Source: an optimization exercise on an open RTL-to-GDS flow (aim: small area and a short achievable clock period). Production flows keep margins and buffers that such runs may drop.
No run shown here included a check of the RTL's function; only the layout flow was run.
Power is estimated from default activity; no workload was simulated.

## flow/design.v (module list and top-level ports; edited modules follow where they fit)
// module mac_16bit: 761 lines
// module fa_cell: 3 lines
// module ha_cell: 3 lines
module mac_16bit(out_rounded,md,mr,clk,rst);
  // ...
==> flow/flow/run.sh <==
#!/bin/bash
# The standard layout (the standard.sh), except that the port buffers are
# sky130_fd_sc_hd__buf_2 cells instead of the default delay buffers.
set -euo pipefail
export BUFFER_PORTS_ARGS="-buffer_cell sky130_fd_sc_hd__buf_2"
bash standard.sh > standard.log 2>&1
==> flow/standard.sh <==
#!/bin/bash
# synth_recipe.tcl (not shown) runs the flow's synth.tcl, then flattens the netlist and writes it again
# the make line also repeats each setting of config.mk as NAME=value (left out here)
make -C /OpenROAD-flow-scripts/flow DESIGN_CONFIG=/design/flow/config.mk WORK_HOME=/design/flow/orfs CLKGATE_MAP_FILE= SYNTH_SCRIPT=/design/flow/synth_recipe.tcl "${@:-finish}"
==> flow/config.mk <==
export PLATFORM = sky130hd
export DESIGN_NAME = mac_16bit
export DESIGN_NICKNAME = mac_16bit
export VERILOG_FILES = /design/flow/design.v
export SDC_FILE = /design/flow/constraint.sdc
export NUM_CORES = 4
export LEC_CHECK = 0
export CAP_MARGIN = 20
export CORE_MARGIN = 2
export CORE_UTILIZATION = 60
export CTS_CLUSTER_DIAMETER = 100
export CTS_CLUSTER_SIZE = 20
export SETUP_SLACK_MARGIN = 4.15
export SLEW_MARGIN = 20
export SYNTH_HIERARCHICAL = 1
export SYNTH_MINIMUM_KEEP_SIZE = 0
==> flow/constraint.sdc <==
create_clock -name core_clock -period 6.9 [get_ports {clk}]
set_input_delay 1.3800 -clock core_clock [delete_from_list [all_inputs] [get_ports {clk}]]
set_output_delay 1.3800 -clock core_clock [all_outputs]
set_load 0.01 [all_outputs]
==> impl_metrics.ini, run 1 <==
[power]
p_comb_mw = 3.70
seq_power_share = 0.296
power.internal_mw = 3.97
leakage_nw = 5.58
powerSeq_mw = 1.89
clock_power_uw = 792

[sta]
tns_ns = 0
min_period_ns = 2.74
fin_crit_sh = 0.397
fmax_ghz = 0.365

[floorplan]
fp.dieArea_um2 = 21800
num_rows = 52

[clocking]
path_clk_slew_ns = 0.08
clk_path_buf_depth = 3
clock-sinks = 219

[detailed_routing]
routed-wl-met3_um = 1530
met2_length_um = 10700

[run]
max-cap-violations = 0

[critical_path]
ff2ff_setup_slack_ns = 4.16
r2r-end = A[11]
critPathCaptureType = flop
crit_arrival_ns = 3.07
critPathTopFamily = adder cells
crit_end = A[11]
crit_path_cell_trace = fa_1, fa_1, ha_4, a21o_1, a21o_1, a21oi_2, o21bai_1, a21oi_2, nor2b_2, nor3_1

[place]
dp_slack_ns = 3.94

[synthesis]
avgSynthCellArea_um2 = 10.9
synth_area_leader_cell = dfxtp_1
synthTopCellsByCount = dfxtp_1, a22oi_1, fa_1
synth_compound_gate_area_share = 0.127
synth_most_common_cell = dfxtp_1

[global_route]
gr-usage-met3 = 0.0330

[final_layout]
postLayoutCoreUtil = 0.668
sh_seq_area = 0.328
layout_commonest_cell = dfxtp_1
regMostFlops = P
largest_register_ffs = 85
clkCellAreaFrac = 0.0280
seq_cell_count = 219

[worst_hold_path]
holdCritStartpoint = r1

[outcome]
status = complete, no violations
==> run 2: changes to the inputs <==
==> flow/design.v (replaced) <==
module mac_16bit(out_rounded,md,mr,clk,rst);
output reg [26:0] out_rounded;
input [15:0] md,mr;
input clk,rst;
reg [15:0] MD;
reg [7:0] ONE, TWO, NEG;         
reg [78:0] P;                  
reg [39:0] A;                    
reg [5:0] CB;                 
reg [8:0] k;       
reg clr;           
reg z1;            
reg r1, z2;        
wire zero = !rst | clr;
wire [16:0] mrx = {mr, 1'b0};
wire [7:0] one_n, two_n, neg_n;
genvar g;
generate for (g = 0; g < 8; g = g + 1) begin : enc
  assign one_n[g] = mrx[2*g+1] ^ mrx[2*g];
  assign two_n[g] = (mrx[2*g+2] & ~mrx[2*g+1] & ~mrx[2*g]) | (~mrx[2*g+2] & mrx[2*g+1] & mrx[2*g]);
  assign neg_n[g] = mrx[2*g+2] & ~(mrx[2*g+1] & mrx[2*g]);
end endgenerate
wire [16:0] pp0 = (({17{ONE[0]}} & {MD[15], MD}) | ({17{TWO[0]}} & {MD, 1'b0})) ^ {17{NEG[0]}};
wire ns0 = ~pp0[16];
wire [16:0] pp1 = (({17{ONE[1]}} & {MD[15], MD}) | ({17{TWO[1]}} & {MD, 1'b0})) ^ {17{NEG[1]}};
wire ns1 = ~pp1[16];
wire [16:0] pp2 = (({17{ONE[2]}} & {MD[15], MD}) | ({17{TWO[2]}} & {MD, 1'b0})) ^ {17{NEG[2]}};
wire ns2 = ~pp2[16];
wire [16:0] pp3 = (({17{ONE[3]}} & {MD[15], MD}) | ({17{TWO[3]}} & {MD, 1'b0})) ^ {17{NEG[3]}};
wire ns3 = ~pp3[16];
wire [16:0] pp4 = (({17{ONE[4]}} & {MD[15], MD}) | ({17{TWO[4]}} & {MD, 1'b0})) ^ {17{NEG[4]}};
wire ns4 = ~pp4[16];
wire [16:0] pp5 = (({17{ONE[5]}} & {MD[15], MD}) | ({17{TWO[5]}} & {MD, 1'b0})) ^ {17{NEG[5]}};
wire ns5 = ~pp5[16];
wire [16:0] pp6 = (({17{ONE[6]}} & {MD[15], MD}) | ({17{TWO[6]}} & {MD, 1'b0})) ^ {17{NEG[6]}};
wire ns6 = ~pp6[16];
wire [16:0] pp7 = (({17{ONE[7]}} & {MD[15], MD}) | ({17{TWO[7]}} & {MD, 1'b0})) ^ {17{NEG[7]}};
wire ns7 = ~pp7[16];
wire as1, ac2; assign {ac2, as1} = {1'b0, pp0[10]} + {1'b0, pp1[8]};
wire as3, ac4; assign {ac4, as3} = {1'b0, pp0[11]} + {1'b0, pp1[9]};
wire as5, ac6; assign {ac6, as5} = {1'b0, pp0[12]} + {1'b0, pp1[10]} + {1'b0, pp2[8]};
wire as7, ac8; assign {ac8, as7} = {1'b0, pp3[6]} + {1'b0, pp4[4]};
wire as9, ac10; assign {ac10, as9} = {1'b0, pp0[13]} + {1'b0, pp1[11]} + {1'b0, pp2[9]};
wire as11, ac12; assign {ac12, as11} = {1'b0, pp3[7]} + {1'b0, pp4[5]};
wire as13, ac14; assign {ac14, as13} = {1'b0, pp0[14]} + {1'b0, pp1[12]} + {1'b0, pp2[10]};
wire as15, ac16; assign {ac16, as15} = {1'b0, pp3[8]} + {1'b0, pp4[6]} + {1'b0, pp5[4]};
wire as17, ac18; assign {ac18, as17} = {1'b0, pp6[2]} + {1'b0, pp7[0]};
wire as19, ac20; assign {ac20, as19} = {1'b0, pp0[15]} + {1'b0, pp1[13]} + {1'b0, pp2[11]};
wire as21, ac22; assign {ac22, as21} = {1'b0, pp3[9]} + {1'b0, pp4[7]} + {1'b0, pp5[5]};
wire as23, ac24; assign {ac24, as23} = {1'b0, pp6[3]} + {1'b0, pp7[1]};
wire as25 = ~(ns0 ^ pp1[14]); wire ac26 = ns0 | pp1[14];
wire as27, ac28; assign {ac28, as27} = {1'b0, pp2[12]} + {1'b0, pp3[10]} + {1'b0, pp4[8]};
wire as29, ac30; assign {ac30, as29} = {1'b0, pp5[6]} + {1'b0, pp6[4]} + {1'b0, pp7[2]};
wire as31 = ~(pp1[15] ^ pp2[13]); wire ac32 = pp1[15] | pp2[13];
wire as33, ac34; assign {ac34, as33} = {1'b0, pp3[11]} + {1'b0, pp4[9]} + {1'b0, pp5[7]};
wire as35, ac36; assign {ac36, as35} = {1'b0, pp6[5]} + {1'b0, pp7[3]};
wire as37, ac38; assign {ac38, as37} = {1'b0, ns1} + {1'b0, pp2[14]} + {1'b0, pp3[12]};
wire as39, ac40; assign {ac40, as39} = {1'b0, pp4[10]} + {1'b0, pp5[8]} + {1'b0, pp6[6]};
wire as41 = ~(pp2[15] ^ pp3[13]); wire ac42 = pp2[15] | pp3[13];
wire as43, ac44; assign {ac44, as43} = {1'b0, pp4[11]} + {1'b0, pp5[9]};
wire as45, ac46; assign {ac46, as45} = {1'b0, ns2} + {1'b0, pp3[14]} + {1'b0, pp4[12]};
wire as47 = ~pp3[15];
wire as48, ac49; assign {ac49, as48} = {1'b0, pp0[6]} + {1'b0, pp1[4]};
wire as50, ac51; assign {ac51, as50} = {1'b0, pp0[7]} + {1'b0, pp1[5]};
wire as52, ac53; assign {ac53, as52} = {1'b0, pp0[8]} + {1'b0, pp1[6]} + {1'b0, pp2[4]};
wire as54, ac55; assign {ac55, as54} = {1'b0, pp3[2]} + {1'b0, pp4[0]};
wire as56, ac57; assign {ac57, as56} = {1'b0, pp0[9]} + {1'b0, pp1[7]} + {1'b0, pp2[5]};
wire as58, ac59; assign {ac59, as58} = {1'b0, pp3[3]} + {1'b0, pp4[1]};
wire as60, ac61; assign {ac61, as60} = {1'b0, as1} + {1'b0, pp2[6]} + {1'b0, pp3[4]};
wire as62, ac63; assign {ac63, as62} = {1'b0, pp4[2]} + {1'b0, pp5[0]} + {1'b0, NEG[5]};
wire as64, ac65; assign {ac65, as64} = {1'b0, as3} + {1'b0, pp2[7]} + {1'b0, pp3[5]};
wire as66, ac67; assign {ac67, as66} = {1'b0, pp4[3]} + {1'b0, pp5[1]} + {1'b0, ac2};
wire as68, ac69; assign {ac69, as68} = {1'b0, as5} + {1'b0, as7} + {1'b0, pp5[2]};
wire as70, ac71; assign {ac71, as70} = {1'b0, pp6[0]} + {1'b0, NEG[6]} + {1'b0, ac4};
wire as72, ac73; assign {ac73, as72} = {1'b0, as9} + {1'b0, as11} + {1'b0, pp5[3]};
wire as74, ac75; assign {ac75, as74} = {1'b0, pp6[1]} + {1'b0, ac6} + {1'b0, ac8};
wire as76, ac77; assign {ac77, as76} = {1'b0, as13} + {1'b0, as15} + {1'b0, as17};
wire as78, ac79; assign {ac79, as78} = {1'b0, NEG[7]} + {1'b0, ac10} + {1'b0, ac12};
wire as80, ac81; assign {ac81, as80} = {1'b0, as19} + {1'b0, as21} + {1'b0, as23};
wire as82, ac83; assign {ac83, as82} = {1'b0, ac14} + {1'b0, ac16} + {1'b0, ac18};
wire as84, ac85; assign {ac85, as84} = {1'b0, as25} + {1'b0, as27} + {1'b0, as29};
wire as86, ac87; assign {ac87, as86} = {1'b0, ac20} + {1'b0, ac22} + {1'b0, ac24};
wire as88, ac89; assign {ac89, as88} = {1'b0, as31} + {1'b0, as33} + {1'b0, as35};
wire as90, ac91; assign {ac91, as90} = {1'b0, ac26} + {1'b0, ac28} + {1'b0, ac30};
wire as92, ac93; assign {ac93, as92} = {1'b0, as37} + {1'b0, as39} + {1'b0, pp7[4]};
wire as94, ac95; assign {ac95, as94} = {1'b0, ac32} + {1'b0, ac34} + {1'b0, ac36};
wire as96, ac97; assign {ac97, as96} = {1'b0, as41} + {1'b0, as43} + {1'b0, pp6[7]};
wire as98, ac99; assign {ac99, as98} = {1'b0, pp7[5]} + {1'b0, ac38} + {1'b0, ac40};
wire as100, ac101; assign {ac101, as100} = {1'b0, as45} + {1'b0, pp5[10]} + {1'b0, pp6[8]};
wire as102, ac103; assign {ac103, as102} = {1'b0, pp7[6]} + {1'b0, ac42} + {1'b0, ac44};
wire as104, ac105; assign {ac105, as104} = {1'b0, as47} + {1'b0, pp4[13]} + {1'b0, pp5[11]};
wire as106, ac107; assign {ac107, as106} = {1'b0, pp6[9]} + {1'b0, pp7[7]} + {1'b0, ac46};
wire as108, ac109; assign {ac109, as108} = {1'b0, ns3} + {1'b0, pp4[14]} + {1'b0, pp5[12]};
wire as110, ac111; assign {ac111, as110} = {1'b0, pp6[10]} + {1'b0, pp7[8]} + {1'b0, pp3[15]};
wire as112 = ~(pp4[15] ^ pp5[13]); wire ac113 = pp4[15] | pp5[13];
wire as114, ac115; assign {ac115, as114} = {1'b0, pp6[11]} + {1'b0, pp7[9]};
wire as116, ac117; assign {ac117, as116} = {1'b0, ns4} + {1'b0, pp5[14]} + {1'b0, pp6[12]};
wire as118 = ~pp5[15];
wire as119, ac120; assign {ac120, as119} = {1'b0, pp0[4]} + {1'b0, pp1[2]};
wire as121, ac122; assign {ac122, as121} = {1'b0, pp0[5]} + {1'b0, pp1[3]};
wire as123, ac124; assign {ac124, as123} = {1'b0, as48} + {1'b0, pp2[2]} + {1'b0, pp3[0]};
wire as125, ac126; assign {ac126, as125} = {1'b0, as50} + {1'b0, pp2[3]} + {1'b0, pp3[1]};
wire as127, ac128; assign {ac128, as127} = {1'b0, as52} + {1'b0, as54} + {1'b0, NEG[4]};
wire as129, ac130; assign {ac130, as129} = {1'b0, as56} + {1'b0, as58} + {1'b0, ac53};
wire as131, ac132; assign {ac132, as131} = {1'b0, as60} + {1'b0, as62} + {1'b0, ac57};
wire as133, ac134; assign {ac134, as133} = {1'b0, as64} + {1'b0, as66} + {1'b0, ac61};
wire as135, ac136; assign {ac136, as135} = {1'b0, as68} + {1'b0, as70} + {1'b0, ac65};
wire as137, ac138; assign {ac138, as137} = {1'b0, as72} + {1'b0, as74} + {1'b0, ac69};
wire as139, ac140; assign {ac140, as139} = {1'b0, as76} + {1'b0, as78} + {1'b0, ac73};
wire as141, ac142; assign {ac142, as141} = {1'b0, as80} + {1'b0, as82} + {1'b0, ac77};
wire as143, ac144; assign {ac144, as143} = {1'b0, as84} + {1'b0, as86} + {1'b0, ac81};
wire as145, ac146; assign {ac146, as145} = {1'b0, as88} + {1'b0, as90} + {1'b0, ac85};
wire as147, ac148; assign {ac148, as147} = {1'b0, as92} + {1'b0, as94} + {1'b0, ac89};
wire as149, ac150; assign {ac150, as149} = {1'b0, as96} + {1'b0, as98} + {1'b0, ac93};
wire as151, ac152; assign {ac152, as151} = {1'b0, as100} + {1'b0, as102} + {1'b0, ac97};
wire as153, ac154; assign {ac154, as153} = {1'b0, as104} + {1'b0, as106} + {1'b0, ac101};
wire as155, ac156; assign {ac156, as155} = {1'b0, as108} + {1'b0, as110} + {1'b0, ac105};
wire as157, ac158; assign {ac158, as157} = {1'b0, as112} + {1'b0, as114} + {1'b0, ac109};
wire as159, ac160; assign {ac160, as159} = {1'b0, as116} + {1'b0, pp7[10]} + {1'b0, ac113};
wire as161, ac162; assign {ac162, as161} = {1'b0, as118} + {1'b0, pp6[13]} + {1'b0, pp7[11]};
wire as163, ac164; assign {ac164, as163} = {1'b0, ns5} + {1'b0, pp6[14]} + {1'b0, pp7[12]};
wire as165 = ~pp6[15];
wire as7226, ac7227; assign {ac7227, as7226} = {1'b0, pp0[2]} + {1'b0, pp1[0]} + {1'b0, NEG[1]};
wire as7228, ac7229; assign {ac7229, as7228} = {1'b0, ac115} + {1'b0, as159} + {1'b0, ac158};
wire as7230, ac7231; assign {ac7231, as7230} = {1'b0, ac117} + {1'b0, as161} + {1'b0, ac160};
wire as7232, ac7233; assign {ac7233, as7232} = {1'b0, pp5[15]} + {1'b0, as163} + {1'b0, ac162};
wire as7234, ac7235; assign {ac7235, as7234} = {1'b0, pp7[13]} + {1'b0, as165} + {1'b0, ac164};
wire as7236, ac7237; assign {ac7237, as7236} = {1'b0, ns6} + {1'b0, pp7[14]} + {1'b0, pp6[15]};
wire as7238 = ~(pp7[15] ^ ac7237); wire ac7239 = pp7[15] | ac7237;
wire [78:0] pnext;
assign pnext[0] = pp0[0];
assign pnext[1] = NEG[0];
assign pnext[2] = pp0[1];
assign pnext[3] = as7226;
assign pnext[4] = pp0[3];
assign pnext[5] = pp1[1];
assign pnext[6] = ac7227;
assign pnext[7] = as119;
assign pnext[8] = pp2[0];
assign pnext[9] = NEG[2];
assign pnext[10] = as121;
assign pnext[11] = pp2[1];
assign pnext[12] = ac120;
assign pnext[13] = as123;
assign pnext[14] = NEG[3];
assign pnext[15] = ac122;
assign pnext[16] = as125;
assign pnext[17] = ac49;
assign pnext[18] = ac124;
assign pnext[19] = as127;
assign pnext[20] = ac51;
assign pnext[21] = ac126;
assign pnext[22] = as129;
assign pnext[23] = ac55;
assign pnext[24] = ac128;
assign pnext[25] = ac59;
assign pnext[26] = ac130;
assign pnext[27] = as131;
assign pnext[28] = ac63;
assign pnext[29] = as133;
assign pnext[30] = ac132;
assign pnext[31] = ac67;
assign pnext[32] = as135;
assign pnext[33] = ac134;
assign pnext[34] = ac71;
assign pnext[35] = as137;
assign pnext[36] = ac136;
assign pnext[37] = ac75;
assign pnext[38] = as139;
assign pnext[39] = ac138;
assign pnext[40] = ac79;
assign pnext[41] = as141;
assign pnext[42] = ac140;
assign pnext[43] = ac83;
assign pnext[44] = as143;
assign pnext[45] = ac142;
assign pnext[46] = ac87;
assign pnext[47] = as145;
assign pnext[48] = ac144;
assign pnext[49] = ac91;
assign pnext[50] = as147;
assign pnext[51] = ac146;
assign pnext[52] = ac95;
assign pnext[53] = as149;
assign pnext[54] = ac148;
assign pnext[55] = ac99;
assign pnext[56] = as151;
assign pnext[57] = ac150;
assign pnext[58] = ac103;
assign pnext[59] = as153;
assign pnext[60] = ac152;
assign pnext[61] = ac107;
assign pnext[62] = as155;
assign pnext[63] = ac154;
assign pnext[64] = ac111;
assign pnext[65] = as157;
assign pnext[66] = ac156;
assign pnext[67] = as7228;
assign pnext[68] = ac7229;
assign pnext[69] = as7230;
assign pnext[70] = ac7231;
assign pnext[71] = as7232;
assign pnext[72] = ac7233;
assign pnext[73] = as7234;
assign pnext[74] = ac7235;
assign pnext[75] = as7236;
assign pnext[76] = as7238;
assign pnext[77] = ns7;
assign pnext[78] = ac7239;
wire bs7240, bc7241; assign {bc7241, bs7240} = {1'b0, P[4]} + {1'b0, P[5]};
wire [1:0] bt7244 = {1'b0, ~P[7]} + {1'b0, ~P[8]} + {1'b0, ~P[9]}; wire bs7242 = ~bt7244[0]; wire bc7243 = ~bt7244[1];
wire [1:0] bt7247 = {1'b0, ~P[10]} + {1'b0, ~P[11]} + {1'b0, ~P[12]}; wire bs7245 = ~bt7247[0]; wire bc7246 = ~bt7247[1];
wire [1:0] bt7250 = {1'b0, ~P[13]} + {1'b0, ~P[14]} + {1'b0, ~P[15]}; wire bs7248 = ~bt7250[0]; wire bc7249 = ~bt7250[1];
wire [1:0] bt7253 = {1'b0, ~P[16]} + {1'b0, ~P[17]} + {1'b0, ~P[18]}; wire bs7251 = ~bt7253[0]; wire bc7252 = ~bt7253[1];
wire [1:0] bt7256 = {1'b0, ~P[19]} + {1'b0, ~P[20]} + {1'b0, ~P[21]}; wire bs7254 = ~bt7256[0]; wire bc7255 = ~bt7256[1];
wire [1:0] bt7259 = {1'b0, ~P[22]} + {1'b0, ~P[23]} + {1'b0, ~P[24]}; wire bs7257 = ~bt7259[0]; wire bc7258 = ~bt7259[1];
wire [1:0] bt7262 = {1'b0, ~P[25]} + {1'b0, ~P[26]} + {1'b0, ~P[27]}; wire bs7260 = ~bt7262[0]; wire bc7261 = ~bt7262[1];
wire [1:0] bt7265 = {1'b0, ~P[28]} + {1'b0, ~P[29]} + {1'b0, ~P[30]}; wire bs7263 = ~bt7265[0]; wire bc7264 = ~bt7265[1];
wire [1:0] bt7268 = {1'b0, ~P[31]} + {1'b0, ~P[32]} + {1'b0, ~P[33]}; wire bs7266 = ~bt7268[0]; wire bc7267 = ~bt7268[1];
wire [1:0] bt7271 = {1'b0, ~P[34]} + {1'b0, ~P[35]} + {1'b0, ~P[36]}; wire bs7269 = ~bt7271[0]; wire bc7270 = ~bt7271[1];
wire [1:0] bt7274 = {1'b0, ~P[37]} + {1'b0, ~P[38]} + {1'b0, ~P[39]}; wire bs7272 = ~bt7274[0]; wire bc7273 = ~bt7274[1];
wire [1:0] bt7277 = {1'b0, ~P[40]} + {1'b0, ~P[41]} + {1'b0, ~P[42]}; wire bs7275 = ~bt7277[0]; wire bc7276 = ~bt7277[1];
wire [1:0] bt7280 = {1'b0, ~P[43]} + {1'b0, ~P[44]} + {1'b0, ~P[45]}; wire bs7278 = ~bt7280[0]; wire bc7279 = ~bt7280[1];
wire [1:0] bt7283 = {1'b0, ~P[46]} + {1'b0, ~P[47]} + {1'b0, ~P[48]}; wire bs7281 = ~bt7283[0]; wire bc7282 = ~bt7283[1];
wire [1:0] bt7286 = {1'b0, ~P[49]} + {1'b0, ~P[50]} + {1'b0, ~P[51]}; wire bs7284 = ~bt7286[0]; wire bc7285 = ~bt7286[1];
wire [1:0] bt7289 = {1'b0, ~P[52]} + {1'b0, ~P[53]} + {1'b0, ~P[54]}; wire bs7287 = ~bt7289[0]; wire bc7288 = ~bt7289[1];
wire [1:0] bt7292 = {1'b0, ~P[55]} + {1'b0, ~P[56]} + {1'b0, ~P[57]}; wire bs7290 = ~bt7292[0]; wire bc7291 = ~bt7292[1];
wire [1:0] bt7295 = {1'b0, ~P[58]} + {1'b0, ~P[59]} + {1'b0, ~P[60]}; wire bs7293 = ~bt7295[0]; wire bc7294 = ~bt7295[1];
wire [1:0] bt7298 = {1'b0, ~P[61]} + {1'b0, ~P[62]} + {1'b0, ~P[63]}; wire bs7296 = ~bt7298[0]; wire bc7297 = ~bt7298[1];
wire [1:0] bt7301 = {1'b0, ~P[64]} + {1'b0, ~P[65]} + {1'b0, ~P[66]}; wire bs7299 = ~bt7301[0]; wire bc7300 = ~bt7301[1];
wire bs7302, bc7303; assign {bc7303, bs7302} = {1'b0, P[0]} + {1'b0, P[1]};
wire bs7304, bc7305; assign {bc7305, bs7304} = {1'b0, P[2]} + {1'b0, A[1]};
wire bs7306, bc7307; assign {bc7307, bs7306} = {1'b0, P[3]} + {1'b0, A[2]};
wire [1:0] bt7310 = {1'b0, ~bs7240} + {1'b0, ~P[6]} + {1'b0, ~A[3]}; wire bs7308 = ~bt7310[0]; wire bc7309 = ~bt7310[1];
wire [1:0] bt7313 = {1'b0, ~bs7242} + {1'b0, ~A[4]} + {1'b0, ~bc7241}; wire bs7311 = ~bt7313[0]; wire bc7312 = ~bt7313[1];
wire [1:0] bt7316 = {1'b0, ~bs7245} + {1'b0, ~A[5]} + {1'b0, ~bc7243}; wire bs7314 = ~bt7316[0]; wire bc7315 = ~bt7316[1];
wire [1:0] bt7319 = {1'b0, ~bs7248} + {1'b0, ~A[6]} + {1'b0, ~bc7246}; wire bs7317 = ~bt7319[0]; wire bc7318 = ~bt7319[1];
wire [1:0] bt7322 = {1'b0, ~bs7251} + {1'b0, ~A[7]} + {1'b0, ~bc7249}; wire bs7320 = ~bt7322[0]; wire bc7321 = ~bt7322[1];
wire [1:0] bt7325 = {1'b0, ~bs7254} + {1'b0, ~A[8]} + {1'b0, ~bc7252}; wire bs7323 = ~bt7325[0]; wire bc7324 = ~bt7325[1];
wire [1:0] bt7328 = {1'b0, ~bs7257} + {1'b0, ~A[9]} + {1'b0, ~bc7255}; wire bs7326 = ~bt7328[0]; wire bc7327 = ~bt7328[1];
wire [1:0] bt7331 = {1'b0, ~bs7260} + {1'b0, ~A[10]} + {1'b0, ~bc7258}; wire bs7329 = ~bt7331[0]; wire bc7330 = ~bt7331[1];
wire [1:0] bt7334 = {1'b0, ~bs7263} + {1'b0, ~A[11]} + {1'b0, ~bc7261}; wire bs7332 = ~bt7334[0]; wire bc7333 = ~bt7334[1];
wire [1:0] bt7337 = {1'b0, ~bs7266} + {1'b0, ~A[12]} + {1'b0, ~bc7264}; wire bs7335 = ~bt7337[0]; wire bc7336 = ~bt7337[1];
wire [1:0] bt7340 = {1'b0, ~bs7269} + {1'b0, ~A[13]} + {1'b0, ~bc7267}; wire bs7338 = ~bt7340[0]; wire bc7339 = ~bt7340[1];
wire [1:0] bt7343 = {1'b0, ~bs7272} + {1'b0, ~A[14]} + {1'b0, ~bc7270}; wire bs7341 = ~bt7343[0]; wire bc7342 = ~bt7343[1];
wire [1:0] bt7346 = {1'b0, ~bs7275} + {1'b0, ~A[15]} + {1'b0, ~bc7273}; wire bs7344 = ~bt7346[0]; wire bc7345 = ~bt7346[1];
wire [1:0] bt7349 = {1'b0, ~bs7278} + {1'b0, ~A[16]} + {1'b0, ~bc7276}; wire bs7347 = ~bt7349[0]; wire bc7348 = ~bt7349[1];
wire [1:0] bt7352 = {1'b0, ~bs7281} + {1'b0, ~A[17]} + {1'b0, ~bc7279}; wire bs7350 = ~bt7352[0]; wire bc7351 = ~bt7352[1];
wire [1:0] bt7355 = {1'b0, ~bs7284} + {1'b0, ~A[18]} + {1'b0, ~bc7282}; wire bs7353 = ~bt7355[0]; wire bc7354 = ~bt7355[1];
wire [1:0] bt7358 = {1'b0, ~bs7287} + {1'b0, ~A[19]} + {1'b0, ~bc7285}; wire bs7356 = ~bt7358[0]; wire bc7357 = ~bt7358[1];
wire [1:0] bt7361 = {1'b0, ~bs7290} + {1'b0, ~A[20]} + {1'b0, ~bc7288}; wire bs7359 = ~bt7361[0]; wire bc7360 = ~bt7361[1];
wire [1:0] bt7364 = {1'b0, ~bs7293} + {1'b0, ~A[21]} + {1'b0, ~bc7291}; wire bs7362 = ~bt7364[0]; wire bc7363 = ~bt7364[1];
wire [1:0] bt7367 = {1'b0, ~bs7296} + {1'b0, ~A[22]} + {1'b0, ~bc7294}; wire bs7365 = ~bt7367[0]; wire bc7366 = ~bt7367[1];
wire [1:0] bt7370 = {1'b0, ~bs7299} + {1'b0, ~A[23]} + {1'b0, ~bc7297}; wire bs7368 = ~bt7370[0]; wire bc7369 = ~bt7370[1];
wire [1:0] bt7373 = {1'b0, ~P[67]} + {1'b0, ~A[24]} + {1'b0, ~bc7300}; wire bs7371 = ~bt7373[0]; wire bc7372 = ~bt7373[1];
wire [1:0] bt7376 = {1'b0, ~P[68]} + {1'b0, ~P[69]} + {1'b0, ~A[25]}; wire bs7374 = ~bt7376[0]; wire bc7375 = ~bt7376[1];
wire [1:0] bt7379 = {1'b0, ~P[70]} + {1'b0, ~P[71]} + {1'b0, ~A[26]}; wire bs7377 = ~bt7379[0]; wire bc7378 = ~bt7379[1];
wire [1:0] bt7382 = {1'b0, ~P[72]} + {1'b0, ~P[73]} + {1'b0, ~A[27]}; wire bs7380 = ~bt7382[0]; wire bc7381 = ~bt7382[1];
wire [1:0] bt7385 = {1'b0, ~P[74]} + {1'b0, ~P[75]} + {1'b0, ~A[28]}; wire bs7383 = ~bt7385[0]; wire bc7384 = ~bt7385[1];
wire bs7386, bc7387; assign {bc7387, bs7386} = {1'b0, P[76]} + {1'b0, A[29]};
wire [1:0] bt7390 = {1'b0, ~P[77]} + {1'b0, ~P[78]} + {1'b0, ~A[30]}; wire bs7388 = ~bt7390[0]; wire bc7389 = ~bt7390[1];
wire bs7391 = ~A[31];
wire [7:0] yhi = 8'd0 + {7'd0, A[31]} - 8'd1;
wire k0_g7392, k0_p7398; assign {k0_g7392, k0_p7398} = {1'b0, bs7302} + {1'b0, A[0]};
wire k0_g7393, k0_p7399; assign {k0_g7393, k0_p7399} = {1'b0, bs7304} + {1'b0, bc7303};
wire k0_g7394, k0_p7400; assign {k0_g7394, k0_p7400} = {1'b0, bs7306} + {1'b0, bc7305};
wire k0_g7395, k0_p7401; assign {k0_g7395, k0_p7401} = {1'b0, bs7308} + {1'b0, bc7307};
wire k0_g7396, k0_p7402; assign {k0_g7396, k0_p7402} = {1'b0, bs7311} + {1'b0, bc7309};
wire k0_g7397, k0_p7403; assign {k0_g7397, k0_p7403} = {1'b0, bs7314} + {1'b0, bc7312};
wire k0_G7404 = k0_g7393 | (k0_p7399 & k0_g7392);
wire k0_P7405 = k0_p7399 & k0_p7398;
wire k0_G7406 = k0_g7394 | (k0_p7400 & k0_g7393);
wire k0_P7407 = k0_p7400 & k0_p7399;
wire k0_G7408 = k0_g7395 | (k0_p7401 & k0_g7394);
wire k0_P7409 = k0_p7401 & k0_p7400;
wire k0_G7410 = k0_g7396 | (k0_p7402 & k0_g7395);
wire k0_P7411 = k0_p7402 & k0_p7401;
wire k0_G7412 = k0_g7397 | (k0_p7403 & k0_g7396);
wire k0_P7413 = k0_p7403 & k0_p7402;
wire k0_G7414 = k0_G7406 | (k0_P7407 & k0_g7392);
wire k0_P7415 = k0_P7407 & k0_p7398;
wire k0_G7416 = k0_G7408 | (k0_P7409 & k0_G7404);
wire k0_P7417 = k0_P7409 & k0_P7405;
wire k0_G7418 = k0_G7410 | (k0_P7411 & k0_G7406);
wire k0_P7419 = k0_P7411 & k0_P7407;
wire k0_G7420 = k0_G7412 | (k0_P7413 & k0_G7408);
wire k0_P7421 = k0_P7413 & k0_P7409;
wire k0_G7422 = k0_G7418 | (k0_P7419 & k0_g7392);
wire k0_P7423 = k0_P7419 & k0_p7398;
wire k0_G7424 = k0_G7420 | (k0_P7421 & k0_G7404);
wire k0_P7425 = k0_P7421 & k0_P7405;
wire k0_s7426 = k0_p7398;
wire k0_s7427 = k0_p7399 ^ k0_g7392;
wire k0_s7428 = k0_p7400 ^ k0_G7404;
wire k0_s7429 = k0_p7401 ^ k0_G7414;
wire k0_s7430 = k0_p7402 ^ k0_G7416;
wire k0_s7431 = k0_p7403 ^ k0_G7422;
wire k1_g7432, k1_p7438; assign {k1_g7432, k1_p7438} = {1'b0, bs7317} + {1'b0, bc7315};
wire k1_g7433, k1_p7439; assign {k1_g7433, k1_p7439} = {1'b0, bs7320} + {1'b0, bc7318};
wire k1_g7434, k1_p7440; assign {k1_g7434, k1_p7440} = {1'b0, bs7323} + {1'b0, bc7321};
wire k1_g7435, k1_p7441; assign {k1_g7435, k1_p7441} = {1'b0, bs7326} + {1'b0, bc7324};
wire k1_g7436, k1_p7442; assign {k1_g7436, k1_p7442} = {1'b0, bs7329} + {1'b0, bc7327};
wire k1_g7437, k1_p7443; assign {k1_g7437, k1_p7443} = {1'b0, bs7332} + {1'b0, bc7330};
wire k1_G7444 = k1_g7433 | (k1_p7439 & k1_g7432);
wire k1_P7445 = k1_p7439 & k1_p7438;
wire k1_G7446 = k1_g7434 | (k1_p7440 & k1_g7433);
wire k1_P7447 = k1_p7440 & k1_p7439;
wire k1_G7448 = k1_g7435 | (k1_p7441 & k1_g7434);
wire k1_P7449 = k1_p7441 & k1_p7440;
wire k1_G7450 = k1_g7436 | (k1_p7442 & k1_g7435);
wire k1_P7451 = k1_p7442 & k1_p7441;
wire k1_G7452 = k1_g7437 | (k1_p7443 & k1_g7436);
wire k1_P7453 = k1_p7443 & k1_p7442;
wire k1_G7454 = k1_G7446 | (k1_P7447 & k1_g7432);
wire k1_P7455 = k1_P7447 & k1_p7438;
wire k1_G7456 = k1_G7448 | (k1_P7449 & k1_G7444);
wire k1_P7457 = k1_P7449 & k1_P7445;
wire k1_G7458 = k1_G7450 | (k1_P7451 & k1_G7446);
wire k1_P7459 = k1_P7451 & k1_P7447;
wire k1_G7460 = k1_G7452 | (k1_P7453 & k1_G7448);
wire k1_P7461 = k1_P7453 & k1_P7449;
wire k1_G7462 = k1_G7458 | (k1_P7459 & k1_g7432);
wire k1_P7463 = k1_P7459 & k1_p7438;
wire k1_G7464 = k1_G7460 | (k1_P7461 & k1_G7444);
wire k1_P7465 = k1_P7461 & k1_P7445;
wire k1_s7466 = k1_p7438 ^ CB[0];
wire k1_c7467 = k1_g7432 | (k1_p7438 & CB[0]);
wire k1_s7468 = k1_p7439 ^ k1_c7467;
wire k1_c7469 = k1_G7444 | (k1_P7445 & CB[0]);
wire k1_s7470 = k1_p7440 ^ k1_c7469;
wire k1_c7471 = k1_G7454 | (k1_P7455 & CB[0]);
wire k1_s7472 = k1_p7441 ^ k1_c7471;
wire k1_c7473 = k1_G7456 | (k1_P7457 & CB[0]);
wire k1_s7474 = k1_p7442 ^ k1_c7473;
wire k1_c7475 = k1_G7462 | (k1_P7463 & CB[0]);
wire k1_s7476 = k1_p7443 ^ k1_c7475;
wire k1_co7477 = k1_G7464 | (k1_P7465 & CB[0]);
wire k2_g7478, k2_p7484; assign {k2_g7478, k2_p7484} = {1'b0, bs7335} + {1'b0, bc7333};
wire k2_g7479, k2_p7485; assign {k2_g7479, k2_p7485} = {1'b0, bs7338} + {1'b0, bc7336};
wire k2_g7480, k2_p7486; assign {k2_g7480, k2_p7486} = {1'b0, bs7341} + {1'b0, bc7339};
wire k2_g7481, k2_p7487; assign {k2_g7481, k2_p7487} = {1'b0, bs7344} + {1'b0, bc7342};
wire k2_g7482, k2_p7488; assign {k2_g7482, k2_p7488} = {1'b0, bs7347} + {1'b0, bc7345};
wire k2_g7483, k2_p7489; assign {k2_g7483, k2_p7489} = {1'b0, bs7350} + {1'b0, bc7348};
wire k2_G7490 = k2_g7479 | (k2_p7485 & k2_g7478);
wire k2_P7491 = k2_p7485 & k2_p7484;
wire k2_G7492 = k2_g7480 | (k2_p7486 & k2_g7479);
wire k2_P7493 = k2_p7486 & k2_p7485;
wire k2_G7494 = k2_g7481 | (k2_p7487 & k2_g7480);
wire k2_P7495 = k2_p7487 & k2_p7486;
wire k2_G7496 = k2_g7482 | (k2_p7488 & k2_g7481);
wire k2_P7497 = k2_p7488 & k2_p7487;
wire k2_G7498 = k2_g7483 | (k2_p7489 & k2_g7482);
wire k2_P7499 = k2_p7489 & k2_p7488;
wire k2_G7500 = k2_G7492 | (k2_P7493 & k2_g7478);
wire k2_P7501 = k2_P7493 & k2_p7484;
wire k2_G7502 = k2_G7494 | (k2_P7495 & k2_G7490);
wire k2_P7503 = k2_P7495 & k2_P7491;
wire k2_G7504 = k2_G7496 | (k2_P7497 & k2_G7492);
wire k2_P7505 = k2_P7497 & k2_P7493;
wire k2_G7506 = k2_G7498 | (k2_P7499 & k2_G7494);
wire k2_P7507 = k2_P7499 & k2_P7495;
wire k2_G7508 = k2_G7504 | (k2_P7505 & k2_g7478);
wire k2_P7509 = k2_P7505 & k2_p7484;
wire k2_G7510 = k2_G7506 | (k2_P7507 & k2_G7490);
wire k2_P7511 = k2_P7507 & k2_P7491;
wire k2_s7512 = k2_p7484 ^ CB[1];
wire k2_c7513 = k2_g7478 | (k2_p7484 & CB[1]);
wire k2_s7514 = k2_p7485 ^ k2_c7513;
wire k2_c7515 = k2_G7490 | (k2_P7491 & CB[1]);
wire k2_s7516 = k2_p7486 ^ k2_c7515;
wire k2_c7517 = k2_G7500 | (k2_P7501 & CB[1]);
wire k2_s7518 = k2_p7487 ^ k2_c7517;
wire k2_c7519 = k2_G7502 | (k2_P7503 & CB[1]);
wire k2_s7520 = k2_p7488 ^ k2_c7519;
wire k2_c7521 = k2_G7508 | (k2_P7509 & CB[1]);
wire k2_s7522 = k2_p7489 ^ k2_c7521;
wire k2_co7523 = k2_G7510 | (k2_P7511 & CB[1]);
wire k3_g7524, k3_p7530; assign {k3_g7524, k3_p7530} = {1'b0, bs7353} + {1'b0, bc7351};
wire k3_g7525, k3_p7531; assign {k3_g7525, k3_p7531} = {1'b0, bs7356} + {1'b0, bc7354};
wire k3_g7526, k3_p7532; assign {k3_g7526, k3_p7532} = {1'b0, bs7359} + {1'b0, bc7357};
wire k3_g7527, k3_p7533; assign {k3_g7527, k3_p7533} = {1'b0, bs7362} + {1'b0, bc7360};
wire k3_g7528, k3_p7534; assign {k3_g7528, k3_p7534} = {1'b0, bs7365} + {1'b0, bc7363};
wire k3_g7529, k3_p7535; assign {k3_g7529, k3_p7535} = {1'b0, bs7368} + {1'b0, bc7366};
wire k3_G7536 = k3_g7525 | (k3_p7531 & k3_g7524);
wire k3_P7537 = k3_p7531 & k3_p7530;
wire k3_G7538 = k3_g7526 | (k3_p7532 & k3_g7525);
wire k3_P7539 = k3_p7532 & k3_p7531;
wire k3_G7540 = k3_g7527 | (k3_p7533 & k3_g7526);
wire k3_P7541 = k3_p7533 & k3_p7532;
wire k3_G7542 = k3_g7528 | (k3_p7534 & k3_g7527);
wire k3_P7543 = k3_p7534 & k3_p7533;
wire k3_G7544 = k3_g7529 | (k3_p7535 & k3_g7528);
wire k3_P7545 = k3_p7535 & k3_p7534;
wire k3_G7546 = k3_G7538 | (k3_P7539 & k3_g7524);
wire k3_P7547 = k3_P7539 & k3_p7530;
wire k3_G7548 = k3_G7540 | (k3_P7541 & k3_G7536);
wire k3_P7549 = k3_P7541 & k3_P7537;
wire k3_G7550 = k3_G7542 | (k3_P7543 & k3_G7538);
wire k3_P7551 = k3_P7543 & k3_P7539;
wire k3_G7552 = k3_G7544 | (k3_P7545 & k3_G7540);
wire k3_P7553 = k3_P7545 & k3_P7541;
wire k3_G7554 = k3_G7550 | (k3_P7551 & k3_g7524);
wire k3_P7555 = k3_P7551 & k3_p7530;
wire k3_G7556 = k3_G7552 | (k3_P7553 & k3_G7536);
wire k3_P7557 = k3_P7553 & k3_P7537;
wire k3_s7558 = k3_p7530 ^ CB[2];
wire k3_c7559 = k3_g7524 | (k3_p7530 & CB[2]);
wire k3_s7560 = k3_p7531 ^ k3_c7559;
wire k3_c7561 = k3_G7536 | (k3_P7537 & CB[2]);
wire k3_s7562 = k3_p7532 ^ k3_c7561;
wire k3_c7563 = k3_G7546 | (k3_P7547 & CB[2]);
wire k3_s7564 = k3_p7533 ^ k3_c7563;
wire k3_c7565 = k3_G7548 | (k3_P7549 & CB[2]);
wire k3_s7566 = k3_p7534 ^ k3_c7565;
wire k3_c7567 = k3_G7554 | (k3_P7555 & CB[2]);
wire k3_s7568 = k3_p7535 ^ k3_c7567;
wire k3_co7569 = k3_G7556 | (k3_P7557 & CB[2]);
wire k4_g7570, k4_p7576; assign {k4_g7570, k4_p7576} = {1'b0, bs7371} + {1'b0, bc7369};
wire k4_g7571, k4_p7577; assign {k4_g7571, k4_p7577} = {1'b0, bs7374} + {1'b0, bc7372};
wire k4_g7572, k4_p7578; assign {k4_g7572, k4_p7578} = {1'b0, bs7377} + {1'b0, bc7375};
wire k4_g7573, k4_p7579; assign {k4_g7573, k4_p7579} = {1'b0, bs7380} + {1'b0, bc7378};
wire k4_g7574, k4_p7580; assign {k4_g7574, k4_p7580} = {1'b0, bs7383} + {1'b0, bc7381};
wire k4_g7575, k4_p7581; assign {k4_g7575, k4_p7581} = {1'b0, bs7386} + {1'b0, bc7384};
wire k4_G7582 = k4_g7571 | (k4_p7577 & k4_g7570);
wire k4_P7583 = k4_p7577 & k4_p7576;
wire k4_G7584 = k4_g7572 | (k4_p7578 & k4_g7571);
wire k4_P7585 = k4_p7578 & k4_p7577;
wire k4_G7586 = k4_g7573 | (k4_p7579 & k4_g7572);
wire k4_P7587 = k4_p7579 & k4_p7578;
wire k4_G7588 = k4_g7574 | (k4_p7580 & k4_g7573);
wire k4_P7589 = k4_p7580 & k4_p7579;
wire k4_G7590 = k4_g7575 | (k4_p7581 & k4_g7574);
wire k4_P7591 = k4_p7581 & k4_p7580;
wire k4_G7592 = k4_G7584 | (k4_P7585 & k4_g7570);
wire k4_P7593 = k4_P7585 & k4_p7576;
wire k4_G7594 = k4_G7586 | (k4_P7587 & k4_G7582);
wire k4_P7595 = k4_P7587 & k4_P7583;
wire k4_G7596 = k4_G7588 | (k4_P7589 & k4_G7584);
wire k4_P7597 = k4_P7589 & k4_P7585;
wire k4_G7598 = k4_G7590 | (k4_P7591 & k4_G7586);
wire k4_P7599 = k4_P7591 & k4_P7587;
wire k4_G7600 = k4_G7596 | (k4_P7597 & k4_g7570);
wire k4_P7601 = k4_P7597 & k4_p7576;
wire k4_G7602 = k4_G7598 | (k4_P7599 & k4_G7582);
wire k4_P7603 = k4_P7599 & k4_P7583;
wire k4_s7604 = k4_p7576 ^ CB[3];
wire k4_c7605 = k4_g7570 | (k4_p7576 & CB[3]);
wire k4_s7606 = k4_p7577 ^ k4_c7605;
wire k4_c7607 = k4_G7582 | (k4_P7583 & CB[3]);
wire k4_s7608 = k4_p7578 ^ k4_c7607;
wire k4_c7609 = k4_G7592 | (k4_P7593 & CB[3]);
wire k4_s7610 = k4_p7579 ^ k4_c7609;
wire k4_c7611 = k4_G7594 | (k4_P7595 & CB[3]);
wire k4_s7612 = k4_p7580 ^ k4_c7611;
wire k4_c7613 = k4_G7600 | (k4_P7601 & CB[3]);
wire k4_s7614 = k4_p7581 ^ k4_c7613;
wire k4_co7615 = k4_G7602 | (k4_P7603 & CB[3]);
wire k5_g7616, k5_p7622; assign {k5_g7616, k5_p7622} = {1'b0, bs7388} + {1'b0, bc7387};
wire k5_g7617, k5_p7623; assign {k5_g7617, k5_p7623} = {1'b0, bs7391} + {1'b0, bc7389};
wire k5_g7618, k5_p7624; assign {k5_g7618, k5_p7624} = {1'b0, A[32]} + {1'b0, yhi[0]};
wire k5_g7619, k5_p7625; assign {k5_g7619, k5_p7625} = {1'b0, A[33]} + {1'b0, yhi[1]};
wire k5_g7620, k5_p7626; assign {k5_g7620, k5_p7626} = {1'b0, A[34]} + {1'b0, yhi[2]};
wire k5_g7621, k5_p7627; assign {k5_g7621, k5_p7627} = {1'b0, A[35]} + {1'b0, yhi[3]};
wire k5_G7628 = k5_g7617 | (k5_p7623 & k5_g7616);
wire k5_P7629 = k5_p7623 & k5_p7622;
wire k5_G7630 = k5_g7618 | (k5_p7624 & k5_g7617);
wire k5_P7631 = k5_p7624 & k5_p7623;
wire k5_G7632 = k5_g7619 | (k5_p7625 & k5_g7618);
wire k5_P7633 = k5_p7625 & k5_p7624;
wire k5_G7634 = k5_g7620 | (k5_p7626 & k5_g7619);
wire k5_P7635 = k5_p7626 & k5_p7625;
wire k5_G7636 = k5_g7621 | (k5_p7627 & k5_g7620);
wire k5_P7637 = k5_p7627 & k5_p7626;
wire k5_G7638 = k5_G7630 | (k5_P7631 & k5_g7616);
wire k5_P7639 = k5_P7631 & k5_p7622;
wire k5_G7640 = k5_G7632 | (k5_P7633 & k5_G7628);
wire k5_P7641 = k5_P7633 & k5_P7629;
wire k5_G7642 = k5_G7634 | (k5_P7635 & k5_G7630);
wire k5_P7643 = k5_P7635 & k5_P7631;
wire k5_G7644 = k5_G7636 | (k5_P7637 & k5_G7632);
wire k5_P7645 = k5_P7637 & k5_P7633;
wire k5_G7646 = k5_G7642 | (k5_P7643 & k5_g7616);
wire k5_P7647 = k5_P7643 & k5_p7622;
wire k5_G7648 = k5_G7644 | (k5_P7645 & k5_G7628);
wire k5_P7649 = k5_P7645 & k5_P7629;
wire k5_s7650 = k5_p7622 ^ CB[4];
wire k5_c7651 = k5_g7616 | (k5_p7622 & CB[4]);
wire k5_s7652 = k5_p7623 ^ k5_c7651;
wire k5_c7653 = k5_G7628 | (k5_P7629 & CB[4]);
wire k5_s7654 = k5_p7624 ^ k5_c7653;
wire k5_c7655 = k5_G7638 | (k5_P7639 & CB[4]);
wire k5_s7656 = k5_p7625 ^ k5_c7655;
wire k5_c7657 = k5_G7640 | (k5_P7641 & CB[4]);
wire k5_s7658 = k5_p7626 ^ k5_c7657;
wire k5_c7659 = k5_G7646 | (k5_P7647 & CB[4]);
wire k5_s7660 = k5_p7627 ^ k5_c7659;
wire k5_co7661 = k5_G7648 | (k5_P7649 & CB[4]);
wire k6_g7662, k6_p7666; assign {k6_g7662, k6_p7666} = {1'b0, A[36]} + {1'b0, yhi[4]};
wire k6_g7663, k6_p7667; assign {k6_g7663, k6_p7667} = {1'b0, A[37]} + {1'b0, yhi[5]};
wire k6_g7664, k6_p7668; assign {k6_g7664, k6_p7668} = {1'b0, A[38]} + {1'b0, yhi[6]};
wire k6_g7665, k6_p7669; assign {k6_g7665, k6_p7669} = {1'b0, A[39]} + {1'b0, yhi[7]};
wire k6_G7670 = k6_g7663 | (k6_p7667 & k6_g7662);
wire k6_P7671 = k6_p7667 & k6_p7666;
wire k6_G7672 = k6_g7664 | (k6_p7668 & k6_g7663);
wire k6_P7673 = k6_p7668 & k6_p7667;
wire k6_G7674 = k6_g7665 | (k6_p7669 & k6_g7664);
wire k6_P7675 = k6_p7669 & k6_p7668;
wire k6_G7676 = k6_G7672 | (k6_P7673 & k6_g7662);
wire k6_P7677 = k6_P7673 & k6_p7666;
wire k6_G7678 = k6_G7674 | (k6_P7675 & k6_G7670);
wire k6_P7679 = k6_P7675 & k6_P7671;
wire k6_s7680 = k6_p7666 ^ CB[5];
wire k6_c7681 = k6_g7662 | (k6_p7666 & CB[5]);
wire k6_s7682 = k6_p7667 ^ k6_c7681;
wire k6_c7683 = k6_G7670 | (k6_P7671 & CB[5]);
wire k6_s7684 = k6_p7668 ^ k6_c7683;
wire k6_c7685 = k6_G7676 | (k6_P7677 & CB[5]);
wire k6_s7686 = k6_p7669 ^ k6_c7685;
wire k6_co7687 = k6_G7678 | (k6_P7679 & CB[5]);
wire [39:0] sum = {k6_s7686, k6_s7684, k6_s7682, k6_s7680, k5_s7660, k5_s7658, k5_s7656, k5_s7654, k5_s7652, k5_s7650, k4_s7614, k4_s7612, k4_s7610, k4_s7608, k4_s7606, k4_s7604, k3_s7568, k3_s7566, k3_s7564, k3_s7562, k3_s7560, k3_s7558, k2_s7522, k2_s7520, k2_s7518, k2_s7516, k2_s7514, k2_s7512, k1_s7476, k1_s7474, k1_s7472, k1_s7470, k1_s7468, k1_s7466, k0_s7431, k0_s7430, k0_s7429, k0_s7428, k0_s7427, k0_s7426};
wire [5:0] cbnext = {k5_co7661, k4_co7615, k3_co7569, k2_co7523, k1_co7477, k0_G7424};
wire [13:0] L = {1'b0, A[12:0]} + {7'd0, CB[0], 6'd0} + {1'd0, CB[1], 12'd0};
wire c13 = L[13];
wire up = L[12] & ((A[13] ^ c13) | (|L[11:0]));
wire rg7688, rp7715; assign {rg7688, rp7715} = {1'b0, A[13]} + {1'b0, c13};
wire rg7689 = 1'b0; wire rp7716 = A[14];
wire rg7690 = 1'b0; wire rp7717 = A[15];
wire rg7691 = 1'b0; wire rp7718 = A[16];
wire rg7692 = 1'b0; wire rp7719 = A[17];
wire rg7693, rp7720; assign {rg7693, rp7720} = {1'b0, A[18]} + {1'b0, CB[2]};
wire rg7694 = 1'b0; wire rp7721 = A[19];
wire rg7695 = 1'b0; wire rp7722 = A[20];
wire rg7696 = 1'b0; wire rp7723 = A[21];
wire rg7697 = 1'b0; wire rp7724 = A[22];
wire rg7698 = 1'b0; wire rp7725 = A[23];
wire rg7699, rp7726; assign {rg7699, rp7726} = {1'b0, A[24]} + {1'b0, CB[3]};
wire rg7700 = 1'b0; wire rp7727 = A[25];
wire rg7701 = 1'b0; wire rp7728 = A[26];
wire rg7702 = 1'b0; wire rp7729 = A[27];
wire rg7703 = 1'b0; wire rp7730 = A[28];
wire rg7704 = 1'b0; wire rp7731 = A[29];
wire rg7705, rp7732; assign {rg7705, rp7732} = {1'b0, A[30]} + {1'b0, CB[4]};
wire rg7706 = 1'b0; wire rp7733 = A[31];
wire rg7707 = 1'b0; wire rp7734 = A[32];
wire rg7708 = 1'b0; wire rp7735 = A[33];
wire rg7709 = 1'b0; wire rp7736 = A[34];
wire rg7710 = 1'b0; wire rp7737 = A[35];
wire rg7711, rp7738; assign {rg7711, rp7738} = {1'b0, A[36]} + {1'b0, CB[5]};
wire rg7712 = 1'b0; wire rp7739 = A[37];
wire rg7713 = 1'b0; wire rp7740 = A[38];
wire rg7714 = 1'b0; wire rp7741 = A[39];
wire rG7742 = rg7689 | (rp7716 & rg7688);
wire rP7743 = rp7716 & rp7715;
wire rG7744 = rg7691 | (rp7718 & rg7690);
wire rP7745 = rp7718 & rp7717;
wire rG7746 = rg7693 | (rp7720 & rg7692);
wire rP7747 = rp7720 & rp7719;
wire rG7748 = rg7695 | (rp7722 & rg7694);
wire rP7749 = rp7722 & rp7721;
wire rG7750 = rg7697 | (rp7724 & rg7696);
wire rP7751 = rp7724 & rp7723;
wire rG7752 = rg7699 | (rp7726 & rg7698);
wire rP7753 = rp7726 & rp7725;
wire rG7754 = rg7701 | (rp7728 & rg7700);
wire rP7755 = rp7728 & rp7727;
wire rG7756 = rg7703 | (rp7730 & rg7702);
wire rP7757 = rp7730 & rp7729;
wire rG7758 = rg7705 | (rp7732 & rg7704);
wire rP7759 = rp7732 & rp7731;
wire rG7760 = rg7707 | (rp7734 & rg7706);
wire rP7761 = rp7734 & rp7733;
wire rG7762 = rg7709 | (rp7736 & rg7708);
wire rP7763 = rp7736 & rp7735;
wire rG7764 = rg7711 | (rp7738 & rg7710);
wire rP7765 = rp7738 & rp7737;
wire rG7766 = rg7713 | (rp7740 & rg7712);
wire rP7767 = rp7740 & rp7739;
wire rG7768 = rg7690 | (rp7717 & rG7742);
wire rP7769 = rp7717 & rP7743;
wire rG7770 = rG7744 | (rP7745 & rG7742);
wire rP7771 = rP7745 & rP7743;
wire rG7772 = rg7694 | (rp7721 & rG7746);
wire rP7773 = rp7721 & rP7747;
wire rG7774 = rG7748 | (rP7749 & rG7746);
wire rP7775 = rP7749 & rP7747;
wire rG7776 = rg7698 | (rp7725 & rG7750);
wire rP7777 = rp7725 & rP7751;
wire rG7778 = rG7752 | (rP7753 & rG7750);
wire rP7779 = rP7753 & rP7751;
wire rG7780 = rg7702 | (rp7729 & rG7754);
wire rP7781 = rp7729 & rP7755;
wire rG7782 = rG7756 | (rP7757 & rG7754);
wire rP7783 = rP7757 & rP7755;
wire rG7784 = rg7706 | (rp7733 & rG7758);
wire rP7785 = rp7733 & rP7759;
wire rG7786 = rG7760 | (rP7761 & rG7758);
wire rP7787 = rP7761 & rP7759;
wire rG7788 = rg7710 | (rp7737 & rG7762);
wire rP7789 = rp7737 & rP7763;
wire rG7790 = rG7764 | (rP7765 & rG7762);
wire rP7791 = rP7765 & rP7763;
wire rG7792 = rg7714 | (rp7741 & rG7766);
wire rP7793 = rp7741 & rP7767;
wire rG7794 = rg7692 | (rp7719 & rG7770);
wire rP7795 = rp7719 & rP7771;
wire rG7796 = rG7746 | (rP7747 & rG7770);
wire rP7797 = rP7747 & rP7771;
wire rG7798 = rG7772 | (rP7773 & rG7770);
wire rP7799 = rP7773 & rP7771;
wire rG7800 = rG7774 | (rP7775 & rG7770);
wire rP7801 = rP7775 & rP7771;
wire rG7802 = rg7700 | (rp7727 & rG7778);
wire rP7803 = rp7727 & rP7779;
wire rG7804 = rG7754 | (rP7755 & rG7778);
wire rP7805 = rP7755 & rP7779;
wire rG7806 = rG7780 | (rP7781 & rG7778);
wire rP7807 = rP7781 & rP7779;
wire rG7808 = rG7782 | (rP7783 & rG7778);
wire rP7809 = rP7783 & rP7779;
wire rG7810 = rg7708 | (rp7735 & rG7786);
wire rP7811 = rp7735 & rP7787;
wire rG7812 = rG7762 | (rP7763 & rG7786);
wire rP7813 = rP7763 & rP7787;
wire rG7814 = rG7788 | (rP7789 & rG7786);
wire rP7815 = rP7789 & rP7787;
wire rG7816 = rG7790 | (rP7791 & rG7786);
wire rP7817 = rP7791 & rP7787;
wire rG7818 = rg7696 | (rp7723 & rG7800);
wire rP7819 = rp7723 & rP7801;
wire rG7820 = rG7750 | (rP7751 & rG7800);
wire rP7821 = rP7751 & rP7801;
wire rG7822 = rG7776 | (rP7777 & rG7800);
wire rP7823 = rP7777 & rP7801;
wire rG7824 = rG7778 | (rP7779 & rG7800);
wire rP7825 = rP7779 & rP7801;
wire rG7826 = rG7802 | (rP7803 & rG7800);
wire rP7827 = rP7803 & rP7801;
wire rG7828 = rG7804 | (rP7805 & rG7800);
wire rP7829 = rP7805 & rP7801;
wire rG7830 = rG7806 | (rP7807 & rG7800);
wire rP7831 = rP7807 & rP7801;
wire rG7832 = rG7808 | (rP7809 & rG7800);
wire rP7833 = rP7809 & rP7801;
wire rG7834 = rg7712 | (rp7739 & rG7816);
wire rP7835 = rp7739 & rP7817;
wire rG7836 = rG7766 | (rP7767 & rG7816);
wire rP7837 = rP7767 & rP7817;
wire rG7838 = rG7792 | (rP7793 & rG7816);
wire rP7839 = rP7793 & rP7817;
wire rG7840 = rg7704 | (rp7731 & rG7832);
wire rP7841 = rp7731 & rP7833;
wire rG7842 = rG7758 | (rP7759 & rG7832);
wire rP7843 = rP7759 & rP7833;
wire rG7844 = rG7784 | (rP7785 & rG7832);
wire rP7845 = rP7785 & rP7833;
wire rG7846 = rG7786 | (rP7787 & rG7832);
wire rP7847 = rP7787 & rP7833;
wire rG7848 = rG7810 | (rP7811 & rG7832);
wire rP7849 = rP7811 & rP7833;
wire rG7850 = rG7812 | (rP7813 & rG7832);
wire rP7851 = rP7813 & rP7833;
wire rG7852 = rG7814 | (rP7815 & rG7832);
wire rP7853 = rP7815 & rP7833;
wire rG7854 = rG7816 | (rP7817 & rG7832);
wire rP7855 = rP7817 & rP7833;
wire rG7856 = rG7834 | (rP7835 & rG7832);
wire rP7857 = rP7835 & rP7833;
wire rG7858 = rG7836 | (rP7837 & rG7832);
wire rP7859 = rP7837 & rP7833;
wire rG7860 = rG7838 | (rP7839 & rG7832);
wire rP7861 = rP7839 & rP7833;
wire rs7862 = rp7715 ^ up;
wire rc7863 = rg7688 | (rp7715 & up);
wire rs7864 = rp7716 ^ rc7863;
wire rc7865 = rG7742 | (rP7743 & up);
wire rs7866 = rp7717 ^ rc7865;
wire rc7867 = rG7768 | (rP7769 & up);
wire rs7868 = rp7718 ^ rc7867;
wire rc7869 = rG7770 | (rP7771 & up);
wire rs7870 = rp7719 ^ rc7869;
wire rc7871 = rG7794 | (rP7795 & up);
wire rs7872 = rp7720 ^ rc7871;
wire rc7873 = rG7796 | (rP7797 & up);
wire rs7874 = rp7721 ^ rc7873;
wire rc7875 = rG7798 | (rP7799 & up);
wire rs7876 = rp7722 ^ rc7875;
wire rc7877 = rG7800 | (rP7801 & up);
wire rs7878 = rp7723 ^ rc7877;
wire rc7879 = rG7818 | (rP7819 & up);
wire rs7880 = rp7724 ^ rc7879;
wire rc7881 = rG7820 | (rP7821 & up);
wire rs7882 = rp7725 ^ rc7881;
wire rc7883 = rG7822 | (rP7823 & up);
wire rs7884 = rp7726 ^ rc7883;
wire rc7885 = rG7824 | (rP7825 & up);
wire rs7886 = rp7727 ^ rc7885;
wire rc7887 = rG7826 | (rP7827 & up);
wire rs7888 = rp7728 ^ rc7887;
wire rc7889 = rG7828 | (rP7829 & up);
wire rs7890 = rp7729 ^ rc7889;
wire rc7891 = rG7830 | (rP7831 & up);
wire rs7892 = rp7730 ^ rc7891;
wire rc7893 = rG7832 | (rP7833 & up);
wire rs7894 = rp7731 ^ rc7893;
wire rc7895 = rG7840 | (rP7841 & up);
wire rs7896 = rp7732 ^ rc7895;
wire rc7897 = rG7842 | (rP7843 & up);
wire rs7898 = rp7733 ^ rc7897;
wire rc7899 = rG7844 | (rP7845 & up);
wire rs7900 = rp7734 ^ rc7899;
wire rc7901 = rG7846 | (rP7847 & up);
wire rs7902 = rp7735 ^ rc7901;
wire rc7903 = rG7848 | (rP7849 & up);
wire rs7904 = rp7736 ^ rc7903;
wire rc7905 = rG7850 | (rP7851 & up);
wire rs7906 = rp7737 ^ rc7905;
wire rc7907 = rG7852 | (rP7853 & up);
wire rs7908 = rp7738 ^ rc7907;
wire rc7909 = rG7854 | (rP7855 & up);
wire rs7910 = rp7739 ^ rc7909;
wire rc7911 = rG7856 | (rP7857 & up);
wire rs7912 = rp7740 ^ rc7911;
wire rc7913 = rG7858 | (rP7859 & up);
wire rs7914 = rp7741 ^ rc7913;
wire rco7915 = rG7860 | (rP7861 & up);
wire [26:0] rnd = {rs7914, rs7912, rs7910, rs7908, rs7906, rs7904, rs7902, rs7900, rs7898, rs7896, rs7894, rs7892, rs7890, rs7888, rs7886, rs7884, rs7882, rs7880, rs7878, rs7876, rs7874, rs7872, rs7870, rs7868, rs7866, rs7864, rs7862};
always @(posedge clk) begin
  MD <= md;
  ONE <= one_n;
  TWO <= two_n;
  NEG <= neg_n;
  P <= pnext;
  z1 <= zero;
  r1 <= !rst;
  z2 <= r1;
  if (z1 | z2) A <= 40'd0;
  else A <= sum;
  if (z1 | z2) CB <= 6'd0;
  else CB <= cbnext;
  out_rounded <= (zero | z1) ? 27'd0 : rnd;
  if (zero) k <= {8'd0, clr};
  else k <= k + 9'd1;
  clr <= rst & !clr & (k == 9'd258);
end
endmodule
--- a/flow/config.mk
+++ b/flow/config.mk
@@ -7,10 +7,8 @@
 export LEC_CHECK = 0
 export CAP_MARGIN = 20
 export CORE_MARGIN = 2
 export CORE_UTILIZATION = 60
 export CTS_CLUSTER_DIAMETER = 100
 export CTS_CLUSTER_SIZE = 20
 export SETUP_SLACK_MARGIN = 4.15
 export SLEW_MARGIN = 20
-export SYNTH_HIERARCHICAL = 1
-export SYNTH_MINIMUM_KEEP_SIZE = 0
==> run 2 against run 1 <==
Against the previous run:
- worst hold slack gained 0.0082 ns
- flip-flop and latch count shrank 14
- count of clock-buffer cells in the layout stayed put
- maximum frequency decreased by 1.4%
- power decreased by 5.5%
==> impl_metrics.ini, run 2 <==
[outcome]
status = complete, no violations

[synthesis]
synthTopCellsByArea = dfxtp_1, fa_1, ha_1, xnor2_1, a22oi_1
synthTopCellsByCount = dfxtp_1, inv_1, a22oi_1, fa_1, xnor2_1
synthesis.nets = 1432
synth-edff-count = 0
avgSynthCellArea_um2 = 10.4
synth_most_common_cell = dfxtp_1
yosysTopAreaCellShare = 0.331
synth_cell_type_count = 48
synth_area_leader_cell = dfxtp_1
ys.warnings.count = 1
ys.flop_type = dfxtp_1
ys_seq_area_frac = 0.331
syn_area_um2 = 12400
synthArstFlopShare = 0
ys_ff_latch = 205
syn_inst = 1196

[final_layout]
drive_gt1_frac = 0.158
largest_register_ffs = 79
top_regs = P (79), A (40), out_rounded (27)
layout_commonest_cell = dfxtp_1
fin_cells = 1495
diodes = 0
regMostFlops = P
final_area_um2 = 13600
fillers = 1604
syn2layout_area_growth_pct = 9.72
nNetsFinal = 1459
layout_common_cells = dfxtp_1, inv_1, a22oi_1, fa_1, xnor2_1

[sta]
hold_viol = 0
fmax_ghz = 0.360
hold_slack_ns = 0.346
tightest_slew_ns = 0.813
slew_headroom = 0.456
tns_ns = 0
slew_violations = 0
clock_skew_ns = 0.0218
fin_crit_sh = 0.403
min_period_ns = 2.78
setup_ws_ns = 4.12
rsz0062_at_grt = true
setup_viol_count_final = 0

[clocking]
clk_path_buf_depth = 3
htree_levels = 1
cts_made_buffers = 14
cts_root_buf = clkbuf_16
tritoncts = yes
path_clk_slew_ns = 0.09
clock-sinks = 205
clk_latency_ns = 0.48

[floorplan]
design.core.area_um2 = 20200
num_rows = 52
die_h_um = 148
fp.dieArea_um2 = 21800
initial_core_util = 0.613
fp.dieW_um = 148
ios = 61

[detailed_routing]
dr.pass1.iters = 5
drc = 0
wl_per_cell_um = 16.8
drt_iter0_markers = 488
drt_wl_total_um = 25100
num_vias = 8119
avgViaCountPerCell = 5.43
final_antenna_net_count = 0

[global_route]
grt_pass1_wl_um = 41200
top_usage_layer = met2
gr-usage-all-layers = 0.234
use_met2 = 0.370
use_met1 = 0.348
grt-ovfl-total = 0
antenna_found_initial = 0
grt_pass1_vias = 7982
gr-usage-met3 = 0.0293
grt_max_degree = 39

[critical_path]
max_stage_delay_ns = 0.57
required_ns = 7.26
cp_max_fo = 2
crit_path_cell_trace = fa_1, fa_1, ha_1, a21o_1, a21o_1, a21oi_2, o21bai_2, a21oi_2, nor2b_1, o21a_1
critPathCaptureType = flop
r2r-start = P[14]
r2r-end = CB[1]
critPathKind = reg2reg
r2r_cells = 10
worstSetupStartpointType = flop
slowest_stage = fa_1
crit_arrival_ns = 3.14
ff2ff_setup_slack_ns = 4.12

[worst_hold_path]
whs_path_depth = 0
hold_path_class = reg2reg
whs_endpoint = z2
holdCritStartpoint = r1

[power]
power.density_nw_per_um2 = 443
leakage_nw = 5.98
ir_worst_vdd_v = 0.000231

[place]
globalplace.congestion = 0.826
dpl_cell_area_um2 = 12800
numPortBuffers = 60
dp_slack_ns = 3.82
placed_cells = 1455
dpl.hpwl_um = 17500

[run]
max-cap-violations = 0
-- run 2: changes by cell type after synthesis, moves of 5 or more --
cell      change
ha_1          -6
nand4_1       -5
buf_1         +5
nand2_1      -10
nor2b_1       +9
inv_1       +104
nor3b_1       -6
o21ai_0       -5
and2_1        -7
nor2_1        -7
dfxtp_1      -14
clkbuf_1      -6
nand3b_1      +7
xor2_1        +5
-- run 2: cells by family after synthesis --
| family | synth area share |
|---|---|
| adders and majority gates | 0.277 |
| muxes | 0.00353 |
| DFF | 0.331 |
| buffers and inverters | 0.0657 |
| and+or+nand+nor | 0.0694 |
| xor gates and xnor gates | 0.131 |
| AOI/OAI and AO/OA | 0.122 |
-- run 2: cell type report --
type / count / area, um^2 / area share
Multi-Input combinational cell: 774 / 7640 / 0.562
Sequential cell: 205 / 4170 / 0.306
Timing Repair Buffer: 90 / 537 / 0.0395
Inverter: 138 / 518 / 0.0381
Clock buffer: 16 / 379 / 0.0279
Tap cell: 270 / 338 / 0.0248
Clock inverter: 2 / 18.8 / 0.00138
-- run 2: report_power, final --
group / internal, mW / total [mW] / switching [mW]
combinational: 1.76 / 3.48 / 1.73
sequential: 1.50 / 1.75 / 0.246
clock: 0.395 / 0.799 / 0.404
total: 3.66 / 6.03 / 2.37
-- run 2: metal layers --
| metal | part of all wire | wire [um] | up-vias |
|---|---|---|---|
| li1 | - | - | 3933 |
| met1 | 0.49 | 12300 | 3908 |
| met2 | 0.44 | 11100 | 237 |
| met3 | 0.052 | 1300 | 41 |
| met4 | 0.018 | 447 | 0 |
| met5 | 0 | 0 | - |
-- run 2: critical path: cells and delay by family (launching register included) --
family,cells,cell delay [ns]
compound gates,6,0.95
flops,1,0.32
simple gates,1,0.07
fa+ha+maj,3,1.31
-- run 2: metrics by stage --
step / utilization / power, mW
after detailed placement: 0.633 / 4.81
final: 0.672 / 6.03
after global routing: 0.672 / 6.69
after floorplan: - / 4.17
after CTS: 0.666 / 5.84
after global placement: 0.633 / 4.70
-- run 2: worst max path at each step --
stage	start	slack (ns)	to	cells past startpoint
after floorplan	P[64]	4.16	CB[4]	12
final	P[14]	4.12	CB[1]	10
after detailed placement	rst	3.82	out_rounded[26]	5
after global placement	rst	3.85	out_rounded[26]	5
after global routing	P[14]	4.02	CB[1]	10
after CTS	CB[0]	4.07	out_rounded[26]	12
-- run 2: repair_timing --
| item | 4_1_cts | 5_1_grt |
|---|---|---|
| pin swaps | 25 | 22 |
| buffers inserted | 19 | 3 |
| hold buffers | 0 | 0 |
| setup endpoints to repair | 36 | 36 |
| resized for setup | 56 | 28 |

==> separate check: timing with driven ports <==
The flow's constraints put no driver on any port. The routed layouts listed below were extracted and timed again, unchanged, in two steps. Step 1 assumes that a clkbuf_16 drives the clock port and a buf_2 every other input. Step 2, shift: input delay + t, output delay - t, t = (earliest + latest rising clock arrival at the registers) / 2. This alone moves slack from input paths to output paths. a / b / c = ideal / step 1 / step 2; a / b = the first two.
run | shift t [ns] | setup slack, ns | clock arrival spread, ns | pins driven straight from the clock port
run 1 | 0.520 | 4.161 / 4.161 / 4.022 | 0.011 / 0.011 | 1
run 2 | 0.520 | 4.121 / 4.121 / 3.838 | 0.022 / 0.022 | 1
After both steps setup and hold are still met in every run listed. For run 2, which loses most, drivers alone change the setup slack by 0.000 ns; drivers and shift together by -0.283 ns.
